Background: an optimization exercise with open tools, aiming at small area and a short achievable clock period. Do not read the settings as production practice.
No activity file was given, so power comes from the tool's default toggle rates.

Design fp32_mul, start of the top module:
module fp32_mul(
    input wire clk,
    input wire [31:0] a,         
    input wire [31:0] b,         
    input wire [2:0] rm,         
    output reg [31:0] result,    
    output wire nv,              
    output wire of,              
    output wire uf,              
    output wire nx               
);
Size: roughly 2700 cells after synthesis, ~100 I/O pins, about 0.026 mm² of cells after synthesis.
==> flow/config.mk <==
export PLATFORM = sky130hd
export DESIGN_NAME = fp32_mul
export DESIGN_NICKNAME = fp32_mul
export VERILOG_FILES = /design/flow/design.v
export SDC_FILE = /design/flow/constraint.sdc
export NUM_CORES = 4
export LEC_CHECK = 0
export CAP_MARGIN = 20
export CORE_MARGIN = 2
export CORE_UTILIZATION = 40
export SETUP_SLACK_MARGIN = 3.9
export SLEW_MARGIN = 20
export SYNTH_HIERARCHICAL = 1
==> flow/constraint.sdc <==
create_clock -name core_clock -period 8.2 [get_ports {clk}]
set_input_delay 1.6400 -clock core_clock [delete_from_list [all_inputs] [get_ports {clk}]]
set_output_delay 1.6400 -clock core_clock [all_outputs]
set_load 0.01 [all_outputs]
run.sh (not shown) runs the stock make flow with config.mk's settings and CLKGATE_MAP_FILE= SYNTH_SCRIPT=/design/flow/synth_recipe.tcl, a recipe that flattens the netlist after the stock synthesis.
Change:
--- a/flow/design.v
+++ b/flow/design.v
@@ -1702,47 +1702,49 @@
     wire g = hi ? sig[2] : sig[1];
     wire rest = hi ? (sig[1] | sig[0]) : sig[0];
     wire lsbit = hi ? sig[3] : sig[2];
     wire s2_inexact = g | rest;
     wire s2_add_one = (s2_m_rne & g & (lsbit | rest)) |
                       (s2_m_rmm & g) |
                       (s2_m_away & s2_inexact);
     wire [23:0] s2_mant = hi ? sig[26:3] : sig[25:2];
     wire s2_inc = hi ? (s2_add_one & sig[2]) : s2_add_one;
     reg [23:0] s3_mant;
     reg s3_inc;
+    reg s3_all_ones;
     reg s3_hi;
     reg s3_inexact;
     reg s3_sign;
     reg [7:0] s3_exp;
     reg s3_exp_le0, s3_exp_ge255, s3_exp_eq254;
     reg s3_of_to_max;
     reg s3_invalid, s3_is_nan, s3_is_inf, s3_is_zero;
     always @(posedge clk) begin
         s3_mant <= s2_mant;
         s3_inc <= s2_inc;
+        s3_all_ones <= &s2_mant;
         s3_hi <= hi;
         s3_inexact <= s2_inexact;
         s3_sign <= s2_sign;
         s3_exp <= s2_exp;
         s3_exp_le0 <= s2_exp_le0;
         s3_exp_ge255 <= s2_exp_ge255;
         s3_exp_eq254 <= s2_exp_eq254;
         s3_of_to_max <= ~(s2_m_rne | s2_m_rmm | s2_m_away);
         s3_invalid <= s2_invalid;
         s3_is_nan <= s2_is_nan;
         s3_is_inf <= s2_is_inf;
         s3_is_zero <= s2_is_zero;
     end
     wire [24:0] rounded = {1'b0, s3_mant} + {24'b0, s3_inc};
-    wire carry = s3_hi | rounded[24];
+    wire carry = s3_hi | (s3_inc & s3_all_ones);    
     wire ovf = ~s3_exp_le0 & (s3_exp_ge255 | (s3_exp_eq254 & carry));
     wire [7:0] res_exp = s3_exp_le0 ? {7'b0, rounded[23]} : (carry ? s3_exp + 8'd1 : s3_exp);
     wire special = s3_is_nan | s3_is_inf | s3_is_zero;
     assign nv = s3_invalid;
     assign of = ~special & ovf;
     assign uf = ~special & s3_exp_le0 & ~rounded[23] & s3_inexact;
     assign nx = ~special & (s3_inexact | ovf);
     always @* begin
         if (s3_is_nan)
             result = 32'h7fc00000;
         else if (s3_is_inf)
- core utilization rose by 0.84 points
- global-route usage is higher by 1.4 points
- design area went up by a few percent
- hold slack stays flat
- sequential cell count came out higher by 1
- synthesized cell count grows by a few percent
- routed wire length came out higher by roughly a tenth
- die area climbs by a few percent
Function was not checked in any run of this note: the RTL went through the layout flow alone.

fp32_mul, a different RTL version from the one above (not shown whole).
Size: about 250 flip-flops, roughly 100 I/O pins, ~0.026 mm^2 of cells after synthesis.
make LEC_CHECK=0 CAP_MARGIN=20 CORE_MARGIN=2 CORE_UTILIZATION=40 SETUP_SLACK_MARGIN=3.9 SLEW_MARGIN=20 SYNTH_HIERARCHICAL=1 finish   # period 8.2 ns
Next try:
--- a/flow/design.v
+++ b/flow/design.v
@@ -123,23 +123,23 @@
     wire right_pos = ~sh_right[9];
     wire right_wins = right_pos & (sh_right > {5'b0, sh_left});
     wire right_big = right_pos & (sh_right > 10'd49);
     wire [5:0] s1_rs = right_wins ? (right_big ? 6'd49 : sh_right[5:0]) : {1'b0, sh_left};
     wire [6:0] tz1 = {2'b0, s1_tza} + {2'b0, s1_tzb} + 7'd1;
     wire s1_sticky = (tz1 < {2'b0, sh_left}) | (right_pos & ({3'b0, tz1} < sh_right));
     wire [9:0] s1_exp_full = {1'b0, s1_esum} - (s1_one_sub ? 10'd150 - {5'b0, s1_p} : 10'd127);
     wire [7:0] s1_exp = s1_exp_full[7:0];
     wire s1_exp_le0 = s1_exp_full[9] | (s1_exp_full == 10'd0);
     wire s1_exp_ge255 = ~s1_exp_full[9] & (s1_exp_full >= 10'd255);
     wire s1_exp_eq254 = (s1_exp_full == 10'd254);
-    localparam LOW = 12;
+    localparam LOW = 20;
     wire [47:0] ts;
     wire [47:0] tc;
     wire [24:0] max1 = {ma, 1'b0};    
     wire [324:0] pp;
     wire bs0_0;
     fp32_mul_bsel u_bs0_0 (.one(bone[0]), .two(btwo[0]), .x1(ma[0]), .x2(max1[0]), .y(bs0_0));
     fp32_mul_bneg u_bn0_0 (.y(bs0_0), .neg(bneg[0]), .p(pp[0]));
     wire bs0_1;
     fp32_mul_bsel u_bs0_1 (.one(bone[0]), .two(btwo[0]), .x1(ma[1]), .x2(max1[1]), .y(bs0_1));
     fp32_mul_bneg u_bn0_1 (.y(bs0_1), .neg(bneg[0]), .p(pp[1]));
     wire bs0_2;
@@ -1696,36 +1696,24 @@
         s3_m_rmm <= s2_m_rmm;
         s3_m_away <= s2_m_away;
         s3_invalid <= s2_invalid;
         s3_is_nan <= s2_is_nan;
         s3_is_inf <= s2_is_inf;
         s3_is_zero <= s2_is_zero;
     end
     wire inexact = s3_g | s3_rest;
     wire round_up = (s3_m_rne & s3_g & (s3_mant[0] | s3_rest)) |
                     (s3_m_rmm & s3_g) |
                     (s3_m_away & (s3_hi ? s3_g : inexact));
-    wire [24:0] all_below;
-    genvar gk;
-    generate
-        for (gk = 0; gk <= 24; gk = gk + 1) begin : g_inc
-            if (gk == 0) begin : g_first
-                assign all_below[gk] = 1'b1;
-            end else begin : g_rest
-                assign all_below[gk] = &s3_mant[gk-1:0];
-            end
-        end
-    endgenerate
-    wire [23:0] mant_inc = s3_mant ^ all_below[23:0];
-    wire [24:0] rounded = round_up ? {all_below[24], mant_inc} : {1'b0, s3_mant};
-    wire round_carry = round_up & all_below[24];      
+    wire [24:0] rounded = {1'b0, s3_mant} + {24'b0, round_up};
+    wire round_carry = round_up & (&s3_mant);      
     wire carry = s3_hi | round_carry;
     wire special = s3_is_nan | s3_is_inf | s3_is_zero;
     wire of_to_max = ~(s3_m_rne | s3_m_rmm | s3_m_away);
     wire ovf_early = ~s3_exp_le0 & (s3_exp_ge255 | (s3_exp_eq254 & s3_hi));
     wire ovf_late = ~s3_exp_le0 & s3_exp_eq254 & ~s3_hi & round_carry;
     wire ovf = ovf_early | ovf_late;
     wire fixed = special | ovf_early;
     wire [7:0] fixed_exp = s3_is_zero & ~s3_is_nan & ~s3_is_inf ? 8'h00 :
                            (~special & of_to_max) ? 8'hfe : 8'hff;
     wire [22:0] fixed_mant = s3_is_nan ? 23'h400000 : (~special & of_to_max) ? {23{1'b1}} : 23'b0;
     wire [7:0] res_exp = ovf_late ? (of_to_max ? 8'hfe : 8'hff) :
The changed run finished with timing, DRC and antenna clean.
First-iteration DRC count barely changes.
Global-route usage drops by 0.49 points.
Power climbs by 11%.
Wire length drops by 1.3%.
Non-clock buffer count climbs by 11.
No functional check of the RTL was part of any run of this note.

Another version of the RTL of fp32_mul (not shown whole).
Size: about 250 flip-flops, roughly 100 I/O pins.
// fp32_mul
module fp32_mul(
    input wire clk,
    input wire [31:0] a,         
    input wire [31:0] b,         
    input wire [2:0] rm,         
    output reg [31:0] result,    
    output wire nv,              
    output wire of,              
    output wire uf,              
    output wire nx               
);
Settings: LEC_CHECK=0, CAP_MARGIN=20, CORE_MARGIN=2, CORE_UTILIZATION=40, SETUP_SLACK_MARGIN=3.9, SLEW_MARGIN=20, SYNTH_HIERARCHICAL=1; clock period 8.2 ns.
Next try:
--- a/flow/design.v
+++ b/flow/design.v
@@ -1969,15 +1969,15 @@
     reg s3_invalid, s3_is_nan, s3_is_inf, s3_is_zero;
     always @(posedge clk) begin
         s3_mant <= s2_mant;
         s3_g <= s2_g;
         s3_rest <= s2_rest;
         s3_hi <= hi;
         s3_sign <= s2_sign;
-        s3_exp <= s2_exp;
+        s3_exp <= s2_exp_le0 ? 8'd0 : s2_exp;
         s3_exp_le0 <= s2_exp_le0;
         s3_exp_ge255 <= s2_exp_ge255;
         s3_exp_eq254 <= s2_exp_eq254;
         s3_m_rne <= s2_m_rne;
         s3_m_rmm <= s2_m_rmm;
         s3_m_away <= s2_m_away;
         s3_invalid <= s2_invalid;
@@ -1989,29 +1989,32 @@
     wire round_up = (s3_m_rne & s3_g & (s3_mant[0] | s3_rest)) |
                     (s3_m_rmm & s3_g) |
                     (s3_m_away & (s3_hi ? s3_g : inexact));
     wire [24:0] all_below;
     fp32_mul_ones u_ones (.m(s3_mant), .ab(all_below));
     wire [23:0] mant_inc = s3_mant ^ all_below[23:0];
     wire [24:0] rounded = round_up ? {all_below[24], mant_inc} : {1'b0, s3_mant};
-    wire round_carry = round_up & all_below[24];      
+    wire mant_ones;
+    fp32_mul_and24 u_and24 (.m(s3_mant), .y(mant_ones));
+    wire round_carry = round_up & mant_ones;      
     wire carry = s3_hi | round_carry;
     wire special = s3_is_nan | s3_is_inf | s3_is_zero;
     wire of_to_max = ~(s3_m_rne | s3_m_rmm | s3_m_away);
     wire ovf_early = ~s3_exp_le0 & (s3_exp_ge255 | (s3_exp_eq254 & s3_hi));
     wire ovf_late = ~s3_exp_le0 & s3_exp_eq254 & ~s3_hi & round_carry;
     wire ovf = ovf_early | ovf_late;
     wire fixed = special | ovf_early;
     wire [7:0] fixed_exp = s3_is_zero & ~s3_is_nan & ~s3_is_inf ? 8'h00 :
                            (~special & of_to_max) ? 8'hfe : 8'hff;
     wire [22:0] fixed_mant = s3_is_nan ? 23'h400000 : (~special & of_to_max) ? {23{1'b1}} : 23'b0;
-    wire [7:0] res_exp = ovf_late ? (of_to_max ? 8'hfe : 8'hff) :
-                         s3_exp_le0 ? {7'b0, rounded[23]} :
-                         carry ? s3_exp + 8'd1 : s3_exp;
-    wire [22:0] res_mant = rounded[22:0] | {23{ovf_late & of_to_max}};
+    wire [7:0] exp_up;
+    fp32_mul_inc8 u_exp_up (.x(s3_exp), .y(exp_up));
+    wire exp_sel = s3_exp_le0 ? rounded[23] : carry;
+    wire [7:0] res_exp = exp_sel ? exp_up : s3_exp;
+    wire [22:0] res_mant = rounded[22:0];
     assign nv = s3_invalid;
     assign of = ~special & ovf;
     assign uf = ~special & s3_exp_le0 & ~rounded[23] & inexact;
     assign nx = ~special & (inexact | ovf);
     always @* begin
         result[31] = s3_sign & ~s3_is_nan;
         result[30:23] = fixed ? fixed_exp : res_exp;
@@ -2096,14 +2099,53 @@
     assign ab[19] = p46;
     assign ab[20] = p47;
     assign ab[21] = p48;
     assign ab[22] = p49;
     assign ab[23] = p50;
     assign ab[24] = p51;
 endmodule
+module fp32_mul_inc8(
+    input wire [7:0] x,
+    output wire [7:0] y
+);
+    assign y = x + 8'd1;
+endmodule
+module fp32_mul_and24(
+    input wire [23:0] m,
+    output wire y
+);
+    wire [5:0] n4;
+    wire [1:0] o3;
+    genvar gq;
+    generate
+        for (gq = 0; gq < 6; gq = gq + 1) begin : g_q
+            fp32_mul_nand4 u_n4 (.a(m[4*gq]), .b(m[4*gq+1]), .c(m[4*gq+2]), .d(m[4*gq+3]), .y(n4[gq]));
+        end
+    endgenerate
+    fp32_mul_nor3 u_o0 (.a(n4[0]), .b(n4[1]), .c(n4[2]), .y(o3[0]));
+    fp32_mul_nor3 u_o1 (.a(n4[3]), .b(n4[4]), .c(n4[5]), .y(o3[1]));
+    assign y = o3[0] & o3[1];
+endmodule
+module fp32_mul_nand4(
+    input wire a,
+    input wire b,
+    input wire c,
+    input wire d,
+    output wire y
+);
+    assign y = ~(a & b & c & d);
+endmodule
+module fp32_mul_nor3(
+    input wire a,
+    input wire b,
+    input wire c,
+    output wire y
+);
+    assign y = ~(a | b | c);
+endmodule
 `default_nettype wire
 module fp32_mul_fa(
     input wire x,
     input wire y,
     input wire z,
     output wire s,
     output wire c
Total power went down by 3.5%.
Sequential cell count stays the same.
Wire length went down by 11%.
Setup slack gains 0.24 ns.
Clock power hardly moves.
No run of this note included a check of the RTL's function; only the layout flow was run.

## afterwards: timing with drivers on the ports
In the flow no input, the clock included, has a driving cell. The finished layouts below were timed again as built, in two steps. Step 1: set_driving_cell puts a clkbuf_16 on clk and a buf_2 on each other input, an assumption about the parent block. Step 2 also shifts input and output timing later by t, the mid clock arrival at the registers, as if the neighbouring blocks saw the same clock. Slacks: ideal / step 1 / step 2; pairs: ideal / step 1.
run	t (ns)	setup slack, ns	worst setup path at the end
the first run of note 1	0.622	3.456 / 3.392 / 3.481	input to register
the second run of note 1	0.610	3.545 / 3.545 / 3.436	input to register
the first run of note 2	0.610	3.252 / 3.195 / 3.578	input to register
the second run of note 2	0.609	3.636 / 3.580 / 3.477	input to register
the first run of note 3	0.619	3.560 / 3.500 / 3.501	input to register
the second run of note 3	0.633	3.802 / 3.742 / 3.482	input to register
After both steps every run listed still meets setup and hold. The setup slack of the second run of note 3, which loses most, moves by -0.060 ns with the drivers and by -0.320 ns with both steps.
